Background: an optimization exercise with open tools, aiming at small area, a short achievable clock period and few clock cycles per item. Do not read the settings as production practice. Where RTL was checked, it was by simulation tests only, not by an equivalence proof against the original. The clock input has no modelled driver; a real chip could not lean on it and would need a root buffer or a full tree. Power and IR drop assume default switching activity.

==> trial 59: inputs <==
// functions
module functions(input clk,
                 input rst,
                 input [7:0] a,
                 input [7:0] b,
                 input start,
                 output wire [9:0] out,
                 output wire busy
                );
==> module functions, before the edit <==
module functions(input clk,
                 input rst,
                 input [7:0] a,
                 input [7:0] b,
                 input start,
                 output wire [9:0] out,
                 output wire busy
                );
    localparam J = 5;
    wire [6:1] t;
    cbrt root(.a(b), .t(t));
    wire [J+1:0] lo;
    adder #(.J(J)) sum(.A(a), .T(t), .S(lo));
    reg       a0_q;
    reg [J-1:0] lo_q;
    reg [1:0] c_q;
    reg [7:J] ahi_q;
    always @(posedge clk)
        if (rst) begin
            a0_q  <= 1'b0;
            lo_q  <= 0;
            c_q   <= 2'd0;
            ahi_q <= 0;
        end else if (start) begin
            a0_q  <= a[0];
            lo_q  <= lo[J-1:0];
            c_q   <= lo[J+1:J];
            ahi_q <= a[7:J];
        end
    wire [8-J:0] hi = ahi_q + ahi_q[7:J+1] + c_q;
    assign out  = {hi, lo_q, a0_q};
    assign busy = 1'b0;
endmodule
==> flow/config.mk <==
export PLATFORM = sky130hd
export DESIGN_NAME = functions
export DESIGN_NICKNAME = functions
export VERILOG_FILES = /design/flow/design.v
export SDC_FILE = /design/flow/constraint.sdc
export NUM_CORES = 4
export LEC_CHECK = 0
export CAP_MARGIN = 20
export CORE_AREA = 4 4 66 66
export DIE_AREA = 0 0 70 70
export SETUP_SLACK_MARGIN = 3.2
export SLEW_MARGIN = 20
export TNS_END_PERCENT = 10
==> flow/constraint.sdc <==
create_clock -name core_clock -period 5.5 [get_ports {clk}]
set_input_delay 1.1000 -clock core_clock [delete_from_list [all_inputs] [get_ports {clk}]]
set_output_delay 1.1000 -clock core_clock [all_outputs]
set_load 0.01 [all_outputs]
standard.sh (not shown) runs the stock make flow with config.mk's settings and CLKGATE_MAP_FILE= SYNTH_SCRIPT=/design/flow/synth_recipe.tcl, a recipe that flattens the netlist after the stock synthesis.
==> flow/flow/run.sh <==
#!/bin/bash
# The standard layout (standard.sh), with three changes:
#  - synthesis maps the logic with its own delay-driven ABC script
#    (flow/abc.script) and leaves adders to ABC instead of ORFS's
#    full/half-adder cells;
#  - the port buffers are the smallest buffer instead of the resizer's
#    default pick (a slow delay buffer);
#  - the clock tree is one buffer (flow/post_cts.tcl).
set -euo pipefail
here=$(pwd)
cat flow/abc_wrap.tcl synth_recipe.tcl > own_synth.tcl
export MY_ABC_SCRIPT=$here/flow/abc.script
export MY_ABC_D=1000
bash standard.sh SYNTH_SCRIPT=$here/own_synth.tcl ADDER_MAP_FILE= \
  BUFFER_PORTS_ARGS="-buffer_cell sky130_fd_sc_hd__buf_1" \
  CTS_ARGS="-sink_clustering_enable -repair_clock_nets -dont_use_dummy_load -buf_list sky130_fd_sc_hd__clkbuf_4 -root_buf sky130_fd_sc_hd__clkbuf_4" \
  POST_CTS_TCL=$here/flow/post_cts.tcl \
  finish > orfs_flow.log 2>&1
==> flow/flow/abc.script <==
strash
dch
map -D 1000
topo
stime -c
Other scripts of this flow, unchanged in this note and not shown: flow/flow/abc_wrap.tcl, flow/flow/post_cts.tcl
==> trial 71: changes against trial 59 <==
--- a/flow/design.v
+++ b/flow/design.v
@@ -30,27 +30,42 @@
                  output wire busy
                 );
-    localparam J = 5;
+    localparam J = 3;
+    localparam W = 9 - J;
     wire [6:1] t;
     cbrt root(.a(b), .t(t));
     wire [J+1:0] lo;
     adder #(.J(J)) sum(.A(a), .T(t), .S(lo));
-    reg       a0_q;
+    wire [1:0] c = lo[J+1:J];
+    wire [W-1:0] v = a[7:J] + a[7:J+1];
+    reg         a0_q;
     reg [J-1:0] lo_q;
-    reg [1:0] c_q;
-    reg [7:J] ahi_q;
+    reg         sj_q;
+    reg         u_q;
+    reg [W-1:1] v_q;
     always @(posedge clk)
         if (rst) begin
-            a0_q  <= 1'b0;
-            lo_q  <= 0;
-            c_q   <= 2'd0;
-            ahi_q <= 0;
+            a0_q <= 1'b0;
+            lo_q <= 0;
+            sj_q <= 1'b0;
+            u_q  <= 1'b0;
+            v_q  <= 0;
         end else if (start) begin
-            a0_q  <= a[0];
-            lo_q  <= lo[J-1:0];
-            c_q   <= lo[J+1:J];
-            ahi_q <= a[7:J];
+            a0_q <= a[0];
+            lo_q <= lo[J-1:0];
+            sj_q <= v[0] ^ c[0];
+            u_q  <= c[1] | (c[0] & v[0]);
+            v_q  <= v[W-1:1];
         end
-    wire [8-J:0] hi = ahi_q + ahi_q[7:J+1] + c_q;
-    assign out  = {hi, lo_q, a0_q};
+    reg [W-1:1] hi;
+    reg ones;
+    integer i;
+    always @(*) begin
+        ones = u_q;
+        for (i = 1; i < W; i = i + 1) begin
+            hi[i] = v_q[i] ^ ones;
+            ones = ones & v_q[i];
+        end
+    end
+    assign out  = {hi, sj_q, lo_q, a0_q};
     assign busy = 1'b0;
 endmodule
==> flow/flow/abc.script (replaced) <==
strash
dch
map -D 1000
topo
stime -c
buffer -c
upsize -c -D 1000
dnsize -c -D 1000
==> trial 73: changes against trial 59 <==
--- a/flow/design.v
+++ b/flow/design.v
@@ -30,27 +30,74 @@
                  output wire busy
                 );
-    localparam J = 5;
+    function [2:0] enc_hi(input [2:0] x);
+        case (x)
+            3'b000: enc_hi = 3'd0;
+            3'b001: enc_hi = 3'd3;
+            3'b010: enc_hi = 3'd5;
+            3'b011: enc_hi = 3'd2;
+            3'b100: enc_hi = 3'd6;
+            3'b101: enc_hi = 3'd7;
+            3'b110: enc_hi = 3'd1;
+            3'b111: enc_hi = 3'd4;
+        endcase
+    endfunction
+    function [3:0] hi_of(input [2:0] e, input [1:0] c);
+        case ({e, c})
+            5'b00000: hi_of = 4'd0;
+            5'b00001: hi_of = 4'd1;
+            5'b00010: hi_of = 4'd2;
+            5'b00011: hi_of = 4'd0;
+            5'b01100: hi_of = 4'd1;
+            5'b01101: hi_of = 4'd2;
+            5'b01110: hi_of = 4'd3;
+            5'b01111: hi_of = 4'd1;
+            5'b10100: hi_of = 4'd3;
+            5'b10101: hi_of = 4'd4;
+            5'b10110: hi_of = 4'd5;
+            5'b10111: hi_of = 4'd3;
+            5'b01000: hi_of = 4'd4;
+            5'b01001: hi_of = 4'd5;
+            5'b01010: hi_of = 4'd6;
+            5'b01011: hi_of = 4'd4;
+            5'b11000: hi_of = 4'd6;
+            5'b11001: hi_of = 4'd7;
+            5'b11010: hi_of = 4'd8;
+            5'b11011: hi_of = 4'd6;
+            5'b11100: hi_of = 4'd7;
+            5'b11101: hi_of = 4'd8;
+            5'b11110: hi_of = 4'd9;
+            5'b11111: hi_of = 4'd7;
+            5'b00100: hi_of = 4'd9;
+            5'b00101: hi_of = 4'd10;
+            5'b00110: hi_of = 4'd11;
+            5'b00111: hi_of = 4'd9;
+            5'b10000: hi_of = 4'd10;
+            5'b10001: hi_of = 4'd11;
+            5'b10010: hi_of = 4'd12;
+            5'b10011: hi_of = 4'd10;
+            default: hi_of = 4'd0;
+        endcase
+    endfunction
     wire [6:1] t;
     cbrt root(.a(b), .t(t));
-    wire [J+1:0] lo;
-    adder #(.J(J)) sum(.A(a), .T(t), .S(lo));
+    wire [6:0] lo;
+    adder #(.J(5)) sum(.A(a), .T(t), .S(lo));
     reg       a0_q;
-    reg [J-1:0] lo_q;
+    reg [4:0] lo_q;
     reg [1:0] c_q;
-    reg [7:J] ahi_q;
+    reg [2:0] e_q;
     always @(posedge clk)
         if (rst) begin
-            a0_q  <= 1'b0;
-            lo_q  <= 0;
-            c_q   <= 2'd0;
-            ahi_q <= 0;
+            a0_q <= 1'b0;
+            lo_q <= 5'd0;
+            c_q  <= 2'd0;
+            e_q  <= 3'd0;
         end else if (start) begin
-            a0_q  <= a[0];
-            lo_q  <= lo[J-1:0];
-            c_q   <= lo[J+1:J];
-            ahi_q <= a[7:J];
+            a0_q <= a[0];
+            lo_q <= lo[4:0];
+            c_q  <= lo[6:5];
+            e_q  <= enc_hi(a[7:5]);
         end
-    wire [8-J:0] hi = ahi_q + ahi_q[7:J+1] + c_q;
-    assign out  = {hi, lo_q, a0_q};
+    assign out  = {hi_of(e_q, c_q), lo_q, a0_q};
     assign busy = 1'b0;
 endmodule
==> flow/flow/abc.script (replaced) <==
strash
dch
map -D 1000
topo
stime -c
buffer -c
upsize -c -D 1000
dnsize -c -D 1000
--- a/flow/config.mk
+++ b/flow/config.mk
@@ -9,5 +9,3 @@
 export CORE_AREA = 4 4 66 66
 export DIE_AREA = 0 0 70 70
-export SETUP_SLACK_MARGIN = 3.2
 export SLEW_MARGIN = 20
-export TNS_END_PERCENT = 10
==> trial 69: changes against trial 59 <==
--- a/flow/design.v
+++ b/flow/design.v
@@ -30,27 +30,42 @@
                  output wire busy
                 );
-    localparam J = 5;
+    localparam J = 4;
+    localparam W = 9 - J;
     wire [6:1] t;
     cbrt root(.a(b), .t(t));
     wire [J+1:0] lo;
     adder #(.J(J)) sum(.A(a), .T(t), .S(lo));
-    reg       a0_q;
+    wire [1:0] c = lo[J+1:J];
+    wire [W-1:0] v = a[7:J] + a[7:J+1];
+    reg         a0_q;
     reg [J-1:0] lo_q;
-    reg [1:0] c_q;
-    reg [7:J] ahi_q;
+    reg         sj_q;
+    reg         u_q;
+    reg [W-1:1] v_q;
     always @(posedge clk)
         if (rst) begin
-            a0_q  <= 1'b0;
-            lo_q  <= 0;
-            c_q   <= 2'd0;
-            ahi_q <= 0;
+            a0_q <= 1'b0;
+            lo_q <= 0;
+            sj_q <= 1'b0;
+            u_q  <= 1'b0;
+            v_q  <= 0;
         end else if (start) begin
-            a0_q  <= a[0];
-            lo_q  <= lo[J-1:0];
-            c_q   <= lo[J+1:J];
-            ahi_q <= a[7:J];
+            a0_q <= a[0];
+            lo_q <= lo[J-1:0];
+            sj_q <= v[0] ^ c[0];
+            u_q  <= c[1] | (c[0] & v[0]);
+            v_q  <= v[W-1:1];
         end
-    wire [8-J:0] hi = ahi_q + ahi_q[7:J+1] + c_q;
-    assign out  = {hi, lo_q, a0_q};
+    reg [W-1:1] hi;
+    reg ones;
+    integer i;
+    always @(*) begin
+        ones = u_q;
+        for (i = 1; i < W; i = i + 1) begin
+            hi[i] = v_q[i] ^ ones;
+            ones = ones & v_q[i];
+        end
+    end
+    assign out  = {hi, sj_q, lo_q, a0_q};
     assign busy = 1'b0;
 endmodule
==> flow/flow/abc.script (replaced) <==
strash
dch
map -D 1000
topo
stime -c
buffer -c
upsize -c -D 1000
dnsize -c -D 1000
--- a/flow/config.mk
+++ b/flow/config.mk
@@ -9,5 +9,3 @@
 export CORE_AREA = 4 4 66 66
 export DIE_AREA = 0 0 70 70
-export SETUP_SLACK_MARGIN = 3.2
 export SLEW_MARGIN = 20
-export TNS_END_PERCENT = 10
==> flow_metrics.py <==
metrics = {
    "cells_and_area": {
        "final_cell_mix": "nand2_1 (32), buf_1 (24), nor2_1 (14), o21ai_0 (13), clkinv_1 (12)",
        "largest_reg_flops": 5,
    },
    "worst_setup_path": {
        "critPathKind": "flop to output port",
        "crit_buf_inv": 2,
        "path_max_fanout": 3,
    },
    "grt": {
        "met2_usage_pct": 13.43,
    },
    "power": {
        "ir_worst_vdd_v": 0.00007323,
        "comb-power_w": 0.0000837,
    },
    "routing": {
        "wl_um": 2058,
        "vias": 968,
        "wl_per_cell_um": 9.397,
    },
    "sta": {
        "layout_min_cycle_time_ns": 2.409,
    },
    "run_status": {
        "status": "no timing/DRC/antenna violations",
    },
}
[end of results for trial 59]
==> flow_metrics.py <==
metrics = {
    "power": {
        "ir_worst_vdd_v": 0.00005992,
        "comb-power_w": 0.0000759,
    },
    "worst_setup_path": {
        "timing.rr.start": "e_q[2]",
        "path_max_fanout": 3,
        "crit_buf_inv": 3,
        "critPathKind": "flop to output port",
        "worstSetupStartpoint": "c_q[1]",
    },
    "cells_and_area": {
        "final_cell_mix": "buf_1 (28), nand2_1 (22), nor2_1 (17), inv_1 (12)",
        "largest_reg_flops": 5,
    },
    "routing": {
        "wl_met3_um": 143,
        "vias": 915,
    },
    "grt": {
        "met2_usage_pct": 14.38,
    },
    "sta": {
        "setup_viol": 0,
    },
    "run_status": {
        "status": "no timing/DRC/antenna violations",
    },
}
[end of results for trial 73]
==> flow_metrics.py <==
metrics = {
    "run_status": {
        "status": "no timing/DRC/antenna violations",
    },
    "worst_setup_path": {
        "critPathKind": "input port to flop",
        "path_max_fanout": 5,
        "crit_buf_inv": 1,
    },
    "grt": {
        "met2_usage_pct": 15.32,
    },
    "routing": {
        "wl_per_cell_um": 10.37,
    },
    "cells_and_area": {
        "final_cell_mix": "buf_1 (28), inv_1 (17), nand2_1 (16), nand3_1 (14), o21ai_0 (12)",
    },
    "sta": {
        "layout_min_cycle_time_ns": 2.512,
    },
    "power": {
        "comb-power_w": 0.0000839,
    },
}
[end of results for trial 69]
==> flow_metrics.py <==
metrics = {
    "routing": {
        "wl_um": 2136,
        "vias": 957,
    },
    "sta": {
        "layout_min_cycle_time_ns": 2.277,
    },
    "cells_and_area": {
        "post-route-util_pct": 32.09,
        "largest_reg_flops": 5,
        "final_cell_mix": "buf_1 (19), nand2_1 (15), nor2_1 (14), o21ai_0 (14), inv_1 (10)",
    },
    "power": {
        "comb-power_w": 0.0000886,
        "ir_worst_vdd_v": 0.00006256,
    },
    "worst_setup_path": {
        "path_max_fanout": 3,
        "crit_buf_inv": 3,
        "critPathKind": "flop to output port",
    },
    "run_status": {
        "status": "no timing/DRC/antenna violations",
    },
    "flow_run": {
        "cap_violations": 0,
    },
}
[end of results for trial 71]
Testbench counts of trial 59, summed over its fixed seeds: cycles 800, items 800.
The RTL of trial 71, trial 73 and trial 69 was laid out without a check of its function.

==> port drivers added, routing unchanged <==
Ports are ideal in the flow. The routed layouts listed here were re-timed in OpenROAD. Step 1: set_driving_cell puts a clkbuf_16 on clk and a buf_2 on each other input, an assumption about the parent block. Step 2 times the ports against the registers' clock, not the clock port: input delays grow and output delays shrink by t, the midpoint of the rising clock arrivals with the driver on. a / b / c = no drivers / after step 1 / after step 2; a / b = the first two.
| run | shift t [ns] | setup WS [ns] | worst hold slack (ns) | worst setup path at the end |
|---|---|---|---|---|
| trial 59 | 0.194 | 3.091 / 3.071 / 2.946 | 0.504 / 0.504 / 0.504 | input to register |
| trial 71 | 0.188 | 3.223 / 3.204 / 3.056 | 0.553 / 0.553 / 0.553 | input to register |
| trial 73 | 0.193 | 3.047 / 3.024 / 3.031 | 0.484 / 0.484 / 0.484 | input to register |
| trial 69 | 0.189 | 2.988 / 2.984 / 2.796 | 0.498 / 0.498 / 0.498 | input to register |
After both steps setup and hold are still met in every run listed. The setup slack of trial 69, which loses most, moves by -0.004 ns with the drivers and by -0.192 ns with both steps.
